Background: an optimization exercise with open tools, aiming at small area, a short achievable clock period and few clock cycles. Do not read the settings as production practice.

==> flow/design.v <==
module JAM (
    input CLK,
    input RST,
    output [2:0] W,
    output [2:0] J,
    input [6:0] Cost,
    output [3:0] MatchCount,
    output [9:0] MinCost,
    output reg Valid );
localparam ROUND = 3'd0, SEL = 3'd1, FIN = 3'd2, BUILD = 3'd3, COUNT = 3'd4;
reg [2:0] state;
reg [2:0] r;             
reg [2:0] i0;            
reg [2:0] cj;            
reg [2:0] j0;            
reg [8:0] base;          
reg first;
reg [7:0] mind;
reg [2:0] jmin;
reg [6:0] vpc;           
reg [6:0] vpj;           
reg [7:0] dcj;           
reg [2:0] rj;            
reg [7:0] S;             
reg rootr;               
reg [7:0] colFree;
reg [6:0] vp [0:7];
reg [7:0] dst [0:7];     
reg [2:0] way [0:7];     
reg [2:0] rowOf [0:7];   
reg [2:0] ja;
reg augdone;
reg [9:0] mc;
reg [3:0] cnt;
assign MinCost = mc;
assign MatchCount = cnt;
function [3:0] lowest;           
    input [7:0] m;
    begin
        casez (m)
            8'b???????1: lowest = 4'b1000;
            8'b??????10: lowest = 4'b1001;
            8'b?????100: lowest = 4'b1010;
            8'b????1000: lowest = 4'b1011;
            8'b???10000: lowest = 4'b1100;
            8'b??100000: lowest = 4'b1101;
            8'b?1000000: lowest = 4'b1110;
            8'b10000000: lowest = 4'b1111;
            default:     lowest = 4'b0000;
        endcase
    end
endfunction
function lt7;
    input [6:0] c;
    input [10:0] t;
    begin
        if (t[10])
            lt7 = 1'b0;
        else if (t[9:7] != 3'd0)
            lt7 = 1'b1;
        else
            lt7 = c < t[6:0];
    end
endfunction
function [7:0] above;            
    input [2:0] k;
    begin
        above = 8'hFE << k;
    end
endfunction
wire [2:0] j1 = way[ja];
wire [2:0] aR = (state == ROUND) ? cj : (state == FIN) ? j1 : i0;
wire [2:0] rA = rowOf[aR];
assign W = i0;
assign J = cj;
wire [6:0] vp_cj = vpc;
wire [7:0] dA = dst[i0];
wire [9:0] bv = {base[8], base} + {3'd0, vp_cj};
wire [10:0] thr_o = 11'd256 - {bv[9], bv};
wire over = !lt7(Cost, thr_o);
wire [4:0] cur_lo = {1'b0, bv[3:0]} + {1'b0, Cost[3:0]};
wire [3:0] cur_h0 = bv[7:4] + {1'b0, Cost[6:4]};
wire [3:0] cur_h1 = bv[7:4] + {1'b0, Cost[6:4]} + 4'd1;
wire [7:0] cur_b = {cur_lo[4] ? cur_h1 : cur_h0, cur_lo[3:0]};
wire [7:0] cur8 = over ? 8'd255 : cur_b;
wire [7:0] dst_cj = dcj;
wire [10:0] thr_d = {3'd0, dst_cj} - {bv[9], bv};
wire [10:0] thr_m = {3'd0, mind} - {bv[9], bv};
wire better = rootr || lt7(Cost, thr_d);
wire cur_lt_min = lt7(Cost, thr_m);
wire dst_lt_min = dst_cj < mind;
wire take = first || (better ? cur_lt_min : dst_lt_min);
wire [7:0] nd = better ? cur8 : dst_cj;
wire [3:0] nxt_round = lowest(~S & above(cj));
wire [7:0] bitcj = 8'd1 << cj;
wire [7:0] S_sel = S | (8'd1 << jmin);
wire [3:0] first_round = lowest(~S_sel);
wire [3:0] lS = lowest(S);
wire [7:0] S_fin = S & ~bitcj;
wire [3:0] lSf = lowest(S_fin);
wire aug_last = (j1 == ja);
wire sel_done = (S == 8'd0) && (way[jmin] == jmin);
wire cur_eq_min = (thr_m[10:7] == 4'd0) && (thr_m[6:0] == Cost);
wire newmin = (cj == 3'd0) || cur_lt_min;
wire [7:0] tmask = newmin ? bitcj : cur_eq_min ? (S | bitcj) : S;
wire [2:0] ncol = (state == ROUND) ? nxt_round[2:0] :
                  (state == SEL) ? (colFree[jmin] ? lS[2:0] : first_round[2:0]) :
                  (state == FIN) ? lSf[2:0] : cj + 3'd1;
wire [6:0] vpn = colFree[ncol] ? 7'd0 : vp[ncol];
wire [6:0] vp_upd = vpc + (mind[6:0] - dcj[6:0]);
wire [7:0] dstn = dst[ncol];
wire [6:0] vp0 = colFree[0] ? 7'd0 : vp[0];
wire [7:0] adj = dA;
wire [2:0] dm1 = i0 - 3'd1;
wire [7:0] cand = adj & ~S & (first ? 8'hFF : above(rA));
wire [3:0] lj = lowest(cand);
wire [7:0] u2 = S | (8'd1 << lj[2:0]);
reg ok;
integer k;
always @(*) begin
    ok = 1'b1;
    for (k = 1; k < 8; k = k + 1)
        if (k > i0 && (dst[k] & ~u2) == 8'd0)
            ok = 1'b0;
end
wire d6 = first && (i0 == 3'd6);
wire [7:0] fx = ~S;
wire [7:0] flo = fx & (~fx + 8'd1);
wire [7:0] fhi = fx ^ flo;
wire [7:0] m6 = dst[6] & fx;
wire [7:0] m7 = dst[7] & fx;
wire c1 = (|(m6 & flo)) && (|(m7 & fhi));
wire c2 = (|(m6 & fhi)) && (|(m7 & flo));
wire [2:0] pd = rowOf[dm1];
always @(posedge CLK or posedge RST) begin
    if (RST) begin
        state <= ROUND;
        r <= 3'd0;
        i0 <= 3'd0;
        cj <= 3'd0;
        base <= 9'd0;
        first <= 1'b1;
        S <= 8'd0;
        rootr <= 1'b1;
        vpc <= 7'd0;
        colFree <= 8'hFF;
        mc <= 10'd0;
        cnt <= 4'd0;
        Valid <= 1'b0;
        augdone <= 1'b0;
    end else begin
        case (state)
        ROUND: begin
            first <= 1'b0;
            if (nxt_round[3]) begin
                cj <= nxt_round[2:0];
                vpc <= vpn;
                dcj <= dstn;
            end else begin
                state <= SEL;
                i0 <= take ? rA : rj;
                if (!take)
                    cj <= jmin;
            end
        end
        SEL: begin
            if (colFree[jmin] && sel_done) begin
                mc <= mc + {2'd0, mind};
                colFree[jmin] <= 1'b0;
                vpc <= vp0;
                dcj <= dst[0];
                if (r == 3'd7) begin
                    state <= BUILD;
                    i0 <= 3'd0;
                    cj <= 3'd0;
                    base <= 9'd0;
                end else begin
                    state <= ROUND;
                    r <= r + 3'd1;
                    i0 <= r + 3'd1;
                    base <= 9'd0;
                    rootr <= 1'b1;
                    cj <= 3'd0;
                    first <= 1'b1;
                end
            end else if (colFree[jmin]) begin
                mc <= mc + {2'd0, mind};
                colFree[jmin] <= 1'b0;
                cj <= lS[2:0];
                vpc <= vpn;
                dcj <= dstn;
                augdone <= 1'b0;
                state <= FIN;
            end else begin
                S <= S_sel;
                rootr <= 1'b0;
                base <= {1'b0, mind} - {2'd0, Cost} - {2'd0, vpj};
                cj <= first_round[2:0];
                vpc <= vpn;
                dcj <= dstn;
                first <= 1'b1;
                state <= ROUND;
            end
        end
        FIN: begin
            if (S != 8'd0) begin
                S <= S_fin;
                cj <= lSf[2:0];
                vpc <= vpn;
                dcj <= dstn;
            end
            if (!augdone && aug_last)
                augdone <= 1'b1;
            if (S_fin == 8'd0 && (augdone || aug_last)) begin
                vpc <= (S != 8'd0 && cj == 3'd0) ? vp_upd : vp0;
                dcj <= dst[0];
                if (r == 3'd7) begin
                    state <= BUILD;
                    i0 <= 3'd0;
                    cj <= 3'd0;
                    base <= 9'd0;
                end else begin
                    state <= ROUND;
                    r <= r + 3'd1;
                    i0 <= r + 3'd1;
                    base <= 9'd0;
                    rootr <= 1'b1;
                    cj <= 3'd0;
                    first <= 1'b1;
                end
            end
        end
        BUILD: begin
            S <= tmask;
            cj <= cj + 3'd1;
            vpc <= vpn;
            dcj <= dstn;
            if (cj == 3'd7) begin
                i0 <= i0 + 3'd1;
                if (i0 == 3'd7) begin
                    state <= COUNT;
                    S <= 8'd0;
                    first <= 1'b1;
                end
            end
        end
        COUNT: if (!Valid) begin
            if (d6) begin
                cnt <= cnt + {3'd0, c1} + {3'd0, c2};
                i0 <= dm1;
                S <= S & ~(8'd1 << pd);
                first <= 1'b0;
            end else if (lj[3]) begin
                if (ok) begin
                    S <= u2;
                    i0 <= i0 + 3'd1;
                    first <= 1'b1;
                end else begin
                    first <= 1'b0;
                end
            end else if (i0 == 3'd0) begin
                Valid <= 1'b1;
            end else begin
                i0 <= dm1;
                S <= S & ~(8'd1 << pd);
                first <= 1'b0;
            end
        end
        default: state <= ROUND;
        endcase
    end
end
always @(posedge CLK) begin
    case (state)
    ROUND: begin
        if (better) begin
            dst[cj] <= cur8;
            way[cj] <= rootr ? cj : j0;
        end
        if (take) begin
            mind <= nd;
            jmin <= cj;
            vpj <= vpc;
            rj <= rA;
        end
    end
    SEL: begin
        j0 <= jmin;
        ja <= jmin;
        if (colFree[jmin])
            vp[jmin] <= 7'd0;
        if (colFree[jmin] && sel_done)
            rowOf[jmin] <= r;
    end
    FIN: begin
        if (S != 8'd0)
            vp[cj] <= vp_upd;
        if (!augdone) begin
            rowOf[ja] <= aug_last ? r : rA;
            if (!aug_last)
                ja <= j1;
        end
    end
    BUILD: begin
        if (newmin)
            mind <= cur8;
        if (cj == 3'd7)
            dst[i0] <= tmask;
    end
    COUNT: begin
        if (!Valid && !d6 && lj[3])
            rowOf[i0] <= lj[2:0];
    end
    default: ;
    endcase
end
endmodule
export LEC_CHECK = 0
export ABC_AREA = 1
export CAP_MARGIN = 20
export CORE_MARGIN = 2
export CORE_UTILIZATION = 50
export PLACE_DENSITY = 0.65
export SETUP_SLACK_MARGIN = 5
export SLEW_MARGIN = 20
create_clock -name core_clock -period 10.0 [get_ports {CLK}]
standard.sh (not shown) runs the stock make flow with config.mk's settings and CLKGATE_MAP_FILE= SYNTH_SCRIPT=/design/flow/synth_recipe.tcl, a recipe that flattens the netlist after the stock synthesis.
==> flow/flow/run.sh <==
#!/bin/bash
# The standard layout (standard.sh: the standard synthesis, then ORFS to the
# final layout), with timing repair aiming at 5.6 ns of setup slack instead of
# config.mk's 5, so that it works further on the paths it shortens.
set -euo pipefail
sed 's/SETUP_SLACK_MARGIN=[0-9.]*/SETUP_SLACK_MARGIN=5.6/' standard.sh > standard_margin.sh
bash standard_margin.sh > standard.log 2>&1
Next try:
--- a/flow/design.v
+++ b/flow/design.v
@@ -10,13 +10,13 @@
 localparam ROUND = 3'd0, SEL = 3'd1, FIN = 3'd2, BUILD = 3'd3, COUNT = 3'd4;
 reg [2:0] state;
 reg [2:0] r;             
 reg [2:0] i0;            
 reg [2:0] cj;            
 reg [2:0] j0;            
-reg [8:0] base;          
+reg [8:0] base;           
 reg first;
 reg [7:0] mind;
 reg [2:0] jmin;
 reg [6:0] vpc;           
 reg [6:0] vpj;           
 reg [7:0] dcj;           
@@ -68,14 +68,15 @@
         above = 8'hFE << k;
     end
 endfunction
 wire [2:0] j1 = way[ja];
 wire [2:0] aR = (state == ROUND) ? cj : (state == FIN) ? j1 : i0;
 wire [2:0] rA = rowOf[aR];
-assign W = i0;
-assign J = cj;
+assign W = (state == SEL) ? rj : i0;
+assign J = (state == SEL) ? jmin : cj;
+wire [6:0] vpA = vpc;
 wire [6:0] vp_cj = vpc;
 wire [7:0] dA = dst[i0];
 wire [9:0] bv = {base[8], base} + {3'd0, vp_cj};
 wire [10:0] thr_o = 11'd256 - {bv[9], bv};
 wire over = !lt7(Cost, thr_o);
 wire [4:0] cur_lo = {1'b0, bv[3:0]} + {1'b0, Cost[3:0]};
@@ -96,13 +97,12 @@
 wire [7:0] S_sel = S | (8'd1 << jmin);
 wire [3:0] first_round = lowest(~S_sel);
 wire [3:0] lS = lowest(S);
 wire [7:0] S_fin = S & ~bitcj;
 wire [3:0] lSf = lowest(S_fin);
 wire aug_last = (j1 == ja);
-wire sel_done = (S == 8'd0) && (way[jmin] == jmin);
 wire cur_eq_min = (thr_m[10:7] == 4'd0) && (thr_m[6:0] == Cost);
 wire newmin = (cj == 3'd0) || cur_lt_min;
 wire [7:0] tmask = newmin ? bitcj : cur_eq_min ? (S | bitcj) : S;
 wire [2:0] ncol = (state == ROUND) ? nxt_round[2:0] :
                   (state == SEL) ? (colFree[jmin] ? lS[2:0] : first_round[2:0]) :
                   (state == FIN) ? lSf[2:0] : cj + 3'd1;
@@ -155,48 +155,27 @@
             if (nxt_round[3]) begin
                 cj <= nxt_round[2:0];
                 vpc <= vpn;
                 dcj <= dstn;
             end else begin
                 state <= SEL;
-                i0 <= take ? rA : rj;
-                if (!take)
-                    cj <= jmin;
             end
         end
         SEL: begin
-            if (colFree[jmin] && sel_done) begin
-                mc <= mc + {2'd0, mind};
-                colFree[jmin] <= 1'b0;
-                vpc <= vp0;
-                dcj <= dst[0];
-                if (r == 3'd7) begin
-                    state <= BUILD;
-                    i0 <= 3'd0;
-                    cj <= 3'd0;
-                    base <= 9'd0;
-                end else begin
-                    state <= ROUND;
-                    r <= r + 3'd1;
-                    i0 <= r + 3'd1;
-                    base <= 9'd0;
-                    rootr <= 1'b1;
-                    cj <= 3'd0;
-                    first <= 1'b1;
-                end
-            end else if (colFree[jmin]) begin
+            if (colFree[jmin]) begin
                 mc <= mc + {2'd0, mind};
                 colFree[jmin] <= 1'b0;
                 cj <= lS[2:0];
                 vpc <= vpn;
                 dcj <= dstn;
                 augdone <= 1'b0;
                 state <= FIN;
             end else begin
                 S <= S_sel;
                 rootr <= 1'b0;
+                i0 <= rj;
                 base <= {1'b0, mind} - {2'd0, Cost} - {2'd0, vpj};
                 cj <= first_round[2:0];
                 vpc <= vpn;
                 dcj <= dstn;
                 first <= 1'b1;
                 state <= ROUND;
@@ -286,14 +265,12 @@
     end
     SEL: begin
         j0 <= jmin;
         ja <= jmin;
         if (colFree[jmin])
             vp[jmin] <= 7'd0;
-        if (colFree[jmin] && sel_done)
-            rowOf[jmin] <= r;
     end
     FIN: begin
         if (S != 8'd0)
             vp[cj] <= vp_upd;
         if (!augdone) begin
             rowOf[ja] <= aug_last ? r : rA;
The changed run passed the timing, DRC and antenna checks; synthesized cell count drops by a few percent; worst setup slack is better by 0.045 ns; wire length is lower by a few percent.
Function was not checked in any run of this note: the RTL went through the layout flow alone.

[static timing again, ports no longer ideal]
Ports are ideal in the flow. The routed layouts listed here were re-timed in OpenROAD. Step 1 assumes that a clkbuf_16 drives the clock port and a buf_2 every other input. Step 2 also shifts input and output timing later by t, the mid clock arrival at the registers, as if the neighbouring blocks saw the same clock. Slacks: ideal ports / drivers / drivers and shift; pairs: ideal ports / drivers.
run	t, ns	setup slack, ns	latest minus earliest clock arrival (ns)	worst register clock-pin slew, ns	worst data-port slew with drivers (ns)
the first run	0.603	5.588 / 5.588 / 5.105	0.014 / 0.013	0.07 / 0.07	0.03
the second run	0.619	5.633 / 5.582 / 5.236	0.025 / 0.025	0.07 / 0.07	0.03
After both steps setup and hold are still met in every run listed. The setup slack of the first run, which loses most, moves by 0.000 ns with the drivers and by -0.483 ns with both steps.
